Context: an optimization exercise on an open-source flow, tuned for small area. The choices shown serve that exercise and are no tape-out recipe.
Where RTL was checked, it was by simulation tests only, not by an equivalence proof against the original.
The clock port is modelled as an ideal driver; clocking choices that lean on that would not hold on a real chip.
No activity file was given, so power comes from the tool's default toggle rates.

## stopwatch
module stopwatch(
	input clk,
	input btns,
	input btnr,
	input sw0,
	input sw1,
	output [7:0] rish,
	output [3:0] an
	);
reg [3:0] h_r;  
wire [3:0] h = h_r ^ 4'b1010;
reg clk_high;
wire h_term = ~h[0] & h[1] & ~h[2];
wire h_fb = ~(h[3] ^ h[2]);
reg [9:0] m_r;  
wire [9:0] m = m_r ^ 10'b1010101010;
reg clk_mid;
wire m_term = ~m[0] & ~m[1] & m[2] & ~m[3] & ~m[4] & m[5] & m[6] & ~m[7] & m[8] & ~m[9];
wire m_fb = ~(m[9] ^ m[6]);
reg [12:0] a_r;  
wire [12:0] a = a_r ^ 13'b0101010101010;
reg clk_1hz;
wire a_term = ~a[0] & ~a[1] & ~a[2] & ~a[3] & a[4] & ~a[7] & ~a[9] & a[10] & a[11] & ~a[12];
wire a_fb = ~(a[12] ^ a[5]);
reg [11:0] b_r;  
wire [11:0] b = b_r ^ 12'b101010101010;
reg clk_2hz;
wire b_term = ~b[0] & ~b[1] & ~b[2] & b[3] & ~b[4] & ~b[5] & b[6] & ~b[7] & b[9] & b[11];
wire b_fb = ~(b[11] ^ b[10]);
always @(posedge clk) begin
	if (btns) begin
		h_r <= 4'b1010; m_r <= 10'b1010101010; a_r <= 13'b0101010101010; b_r <= 12'b101010101010;
		clk_high <= 0; clk_mid <= 0; clk_1hz <= 0; clk_2hz <= 0;
	end else begin
		h_r <= (h_term ? 4'd0  : {h[2:0], h_fb}) ^ 4'b1010;
		m_r <= (m_term ? 10'd0 : {m[8:0], m_fb}) ^ 10'b1010101010;
		a_r <= (a_term ? 13'd0 : {a[11:0], a_fb}) ^ 13'b0101010101010;
		b_r <= (b_term ? 12'd0 : {b[10:0], b_fb}) ^ 12'b101010101010;
		clk_high <= clk_high ^ h_term;
		clk_mid  <= clk_mid ^ m_term;
		clk_1hz  <= clk_1hz ^ a_term;
		clk_2hz  <= clk_2hz ^ b_term;
	end
end
wire high_rise = h_term & ~clk_high;
reg count_clk;
wire clk_next = sw1 ? clk_2hz : clk_1hz;
always @(posedge clk)
	count_clk <= clk_next;
wire count_rise = clk_next & ~count_clk;
reg [16:0] d_r;  
wire [16:0] d = d_r ^ 17'b01010101010101010;
reg btn_db;
reg pause;
wire d_term = ~d[0] & ~d[1] & d[2] & d[4] & ~d[5] & ~d[6] & ~d[7] & d[9] & d[10] & d[11] & d[12] & d[15] & d[16];
wire d_fb = ~(d[16] ^ d[5]);
always @(posedge clk) begin
	if (btns || !btnr) begin
		d_r <= 17'b01010101010101010;
		btn_db <= 0;
	end else begin
		d_r <= {d[15:0], d_fb} ^ 17'b01010101010101010;
		if (d_term)
			btn_db <= 1;
	end
end
always @(posedge clk) begin
	if (btns)
		pause <= 0;
	else if (btnr && d_term && !btn_db)
  ...
Size in the first run: roughly 84 flip-flops, roughly 17 I/O pins, ~3200 sq um of cells after synthesis.
export LEC_CHECK = 0
export ABC_AREA = 1
export CAP_MARGIN = 20
export CORE_MARGIN = 2
export CORE_UTILIZATION = 70
export SLEW_MARGIN = 20
create_clock -name core_clock -period 10.0 [get_ports {clk}]
standard.sh (not shown) runs the stock make flow with config.mk's settings and CLKGATE_MAP_FILE= SYNTH_SCRIPT=/design/flow/synth_recipe.tcl, a recipe that flattens the netlist after the stock synthesis.
==> flow/flow/run.sh <==
#!/bin/bash
# Standard ORFS layout with smaller port buffers and a clock tree without dummy loads.
set -uo pipefail
export BUFFER_PORTS_ARGS="-buffer_cell sky130_fd_sc_hd__buf_1"
export CTS_ARGS="-sink_clustering_enable -repair_clock_nets -dont_use_dummy_load"
bash standard.sh > flow.log 2>&1
rc=$?
cp -r orfs/logs orfs_logs 2>/dev/null
exit $rc
Then changed:
==> flow/run.sh (new file) <==
#!/bin/bash
# synth_recipe.tcl (not shown) runs the flow's synth.tcl, then flattens the netlist and writes it again
# the make line also repeats each setting of config.mk as NAME=value (left out here)
make -C /OpenROAD-flow-scripts/flow DESIGN_CONFIG=/design/flow/config.mk WORK_HOME=/design/flow/orfs CLKGATE_MAP_FILE= SYNTH_SCRIPT=/design/flow/synth_recipe.tcl finish
CORE_UTILIZATION = 40   (was 70)
CTS_BUF_LIST = sky130_fd_sc_hd__clkbuf_16   (was not set)
CTS_CLUSTER_DIAMETER = 500   (was not set)
CTS_CLUSTER_SIZE = 100   (was not set)
removed: flow/flow/run.sh
removed: flow/standard.sh
Result:
- The changed run finished clean
- hold slack stays flat
- sequential cell count is unchanged
- wire length rose by 2.0%
- final area rose by 9.5%
- worst setup slack is worse by 0.41 ns
- total power rose by 27%
- sequential share of layout area fell by 4.3 points
Then changed:
CORE_UTILIZATION = 70   (was 40)
CTS_BUF_LIST = not set   (was sky130_fd_sc_hd__clkbuf_16)
CTS_CLUSTER_DIAMETER = not set   (was 500)
CTS_CLUSTER_SIZE = not set   (was 100)
=>
- count of clock-buffer cells in the layout goes up by 3
- synthesized cell count does not change
- non-clock buffer count does not change
- fmax fell by 1.3%
- sequential power is about the same
- setup slack degrades by 0.052 ns
- clock power goes down by 31%
- global-route usage is higher by 10 points
Then changed:
ABC_CLOCK_PERIOD_IN_PS = 1000000   (was not set)
CORE_UTILIZATION = 40   (was 70)
After rerunning: The changed run completed with no timing, DRC or antenna violations. Via count drops by 1.1%. Cell count rose by 11%. Synthesized cell count stays the same. Worst hold slack got worse by 0.012 ns. Design area grows by 2.7%. First-iteration DRC count falls by 48%. Register-to-register slack is better by 0.06 ns. Maximum frequency came out higher by 0.59%. Setup slack gains 0.023 ns. Die area grows by 70%.
Function was not checked in any run of this note: the RTL went through the layout flow alone.


Another version of the RTL of stopwatch (not shown whole).
For scale: ~17 I/O pins.
// stopwatch
module stopwatch(
	input clk,
	input btns,
	input btnr,
	input sw0,
	input sw1,
	output [7:0] rish,
	output [3:0] an
	);
export LEC_CHECK = 0
export ABC_AREA = 1
export CAP_MARGIN = 20
export CORE_MARGIN = 2
export CORE_UTILIZATION = 80
export SLEW_MARGIN = 20
create_clock -name core_clock -period 10.0 [get_ports {clk}]
==> flow/flow/run.sh <==
#!/bin/bash
# ORFS layout through the standard.sh, with these changes:
#  - synthesis maps logic with an area-only ABC script (flow/abc_area.script), so the
#    ORFS scripts are used from a private copy that holds that script, and it leaves
#    half adders to ABC (no ADDER_MAP_FILE) instead of mapping them to ha cells first,
#    and it puts no buffer between the constant cell and the output it drives;
#  - ports are buffered with sky130_fd_sc_hd__buf_1;
set -euo pipefail
here=$(pwd)
rm -rf "$here/scripts"
cp -r "$FLOW_HOME/scripts" "$here/scripts"
cp "$here/flow/abc_area.script" "$here/scripts/abc_area.script"
export SCRIPTS_DIR="$here/scripts"
export ADDER_MAP_FILE=
export SYNTH_INSBUF=0
export BUFFER_PORTS_ARGS="-buffer_cell sky130_fd_sc_hd__buf_1"
export CTS_ARGS="-sink_clustering_enable -repair_clock_nets -dont_use_dummy_load -buf_list sky130_fd_sc_hd__clkbuf_4"
export POST_CTS_TCL="$here/flow/post_cts.tcl"
bash standard.sh > flow.log 2>&1
==> flow/flow/post_cts.tcl <==
set limit [expr {[info exists ::env(CLK_SLEW_TARGET)] ? $::env(CLK_SLEW_TARGET) : 0.115}]
set sizes {sky130_fd_sc_hd__clkbuf_1 sky130_fd_sc_hd__clkbuf_2 sky130_fd_sc_hd__clkbuf_4 sky130_fd_sc_hd__clkbuf_8 sky130_fd_sc_hd__clkbuf_16}
proc worst_clk_pin {} {
  set w 0; set wp ""
  foreach p [get_pins -hierarchical */CLK] {
    set s [get_property $p slew_max]
    if {$s > $w} { set w $s; set wp $p }
  }
  return [list $w $wp]
}
proc worst_clk_slew {} { return [lindex [worst_clk_pin] 0] }
estimate_parasitics -placement
# leaves first, then the root
set bufs [concat [get_cells -quiet clkbuf_*__f_*] [get_cells -quiet clkbuf_0_*]]
foreach inst $bufs { replace_cell $inst sky130_fd_sc_hd__clkbuf_8 }
estimate_parasitics -placement
foreach inst $bufs {
  foreach cell $sizes {
    replace_cell $inst $cell
    estimate_parasitics -placement
    if {[worst_clk_slew] <= $limit} { break }
  }
}
# legalize, then upsize the buffer that drives the worst pin until the target holds again
for {set i 0} {$i < 12} {incr i} {
  detailed_placement
  estimate_parasitics -placement
  lassign [worst_clk_pin] w wp
  if {$w <= $limit} { break }
  set drv ""
  foreach p [get_pins -quiet -of_objects [get_nets -of_objects $wp]] {
    if {[get_property $p direction] eq "output"} { set drv [get_cells -of_objects $p] }
  }
  if {$drv eq ""} { break }
  set cur [get_property $drv ref_name]
  set k [lsearch $sizes $cur]
  if {$k < 0 || $k + 1 >= [llength $sizes]} { break }
  replace_cell $drv [lindex $sizes [expr {$k + 1}]]
}
foreach inst $bufs { puts "post_cts: [get_name $inst] [get_property $inst ref_name]" }
puts "post_cts: worst clock pin slew [worst_clk_slew]"
Other scripts of this flow, unchanged in this note and not shown: flow/flow/abc_area.script
The starting point completed without violations.
Next try:
--- a/flow/flow/run.sh
+++ b/flow/flow/run.sh
@@ -7,0 +8,3 @@
+#  - the clock tree uses clkbuf_4 buffers and no dummy loads; flow/post_cts.tcl
+#    upsizes the clock buffers whose flip-flop clock pins see a high slew.
+# Each tool's output stays in its own log in orfs/logs/; all make prints goes to flow.log.
==> flow/flow/post_cts.tcl (replaced) <==
set limit [expr {[info exists ::env(CLK_SLEW_TARGET)] ? $::env(CLK_SLEW_TARGET) : 0.115}]
estimate_parasitics -placement
set upsized 0
foreach inst [get_cells -quiet clkbuf_*] {
  set out [get_pins -quiet [get_name $inst]/X]
  if {$out eq ""} { continue }
  set worst 0
  foreach p [get_pins -quiet -of_objects [get_nets -of_objects $out]] {
    if {[get_property $p direction] ne "input"} { continue }
    if {[string match "*/CLK" [get_full_name $p]]} {
      set s [get_property $p slew_max]
      if {$s > $worst} { set worst $s }
    }
  }
  if {$worst > $limit} {
    replace_cell $inst sky130_fd_sc_hd__clkbuf_8
    incr upsized
  }
}
puts "post_cts: upsized $upsized clock buffers"
detailed_placement
estimate_parasitics -placement
After rerunning: The new run produced a clean layout; power came out higher slightly; final area stays flat; utilization hardly moves; worst hold slack barely changes; clock skew stays flat; combinational power barely changes.

==> afterwards: timing with drivers on the ports <==
In the flow no input, the clock included, has a driving cell. The finished layouts below were timed again as built, in two steps.
Step 1: set_driving_cell puts a clkbuf_16 on clk and a buf_2 on each other input, an assumption about the parent block.
Step 2, shift: input delay + t, output delay - t, t = (earliest + latest rising clock arrival at the registers) / 2. This alone moves slack from input paths to output paths.
a / b / c = no drivers / after step 1 / after step 2; a / b = the first two.
run | t, ns | setup slack, ns | clock arrival spread, ns | worst slew at a driven data input, ns | pins driven straight from the clock port
the first run of note 1 | 0.358 | 6.519 / 6.496 / 6.310 | 0.014 / 0.015 | 0.03 | 1
the second run of note 1 | 0.364 | 6.113 / 6.079 / 6.032 | 0.006 / 0.006 | 0.03 | 1
the third run of note 1 | 0.368 | 6.060 / 6.037 / 6.054 | 0.007 / 0.007 | 0.03 | 1
the fourth run of note 1 | 0.379 | 6.083 / 6.055 / 6.034 | 0.010 / 0.009 | 0.03 | 1
the first run of note 2 | 0.525 | 6.131 / 6.105 / 5.804 | 0.034 / 0.034 | 0.03 | 1
the second run of note 2 | 0.433 | 6.133 / 6.128 / 5.695 | 0.034 / 0.034 | 0.03 | 1
After both steps setup and hold are still met in every run listed. For the second run of note 2, which loses most, drivers alone change the setup slack by -0.005 ns; drivers and shift together by -0.438 ns.
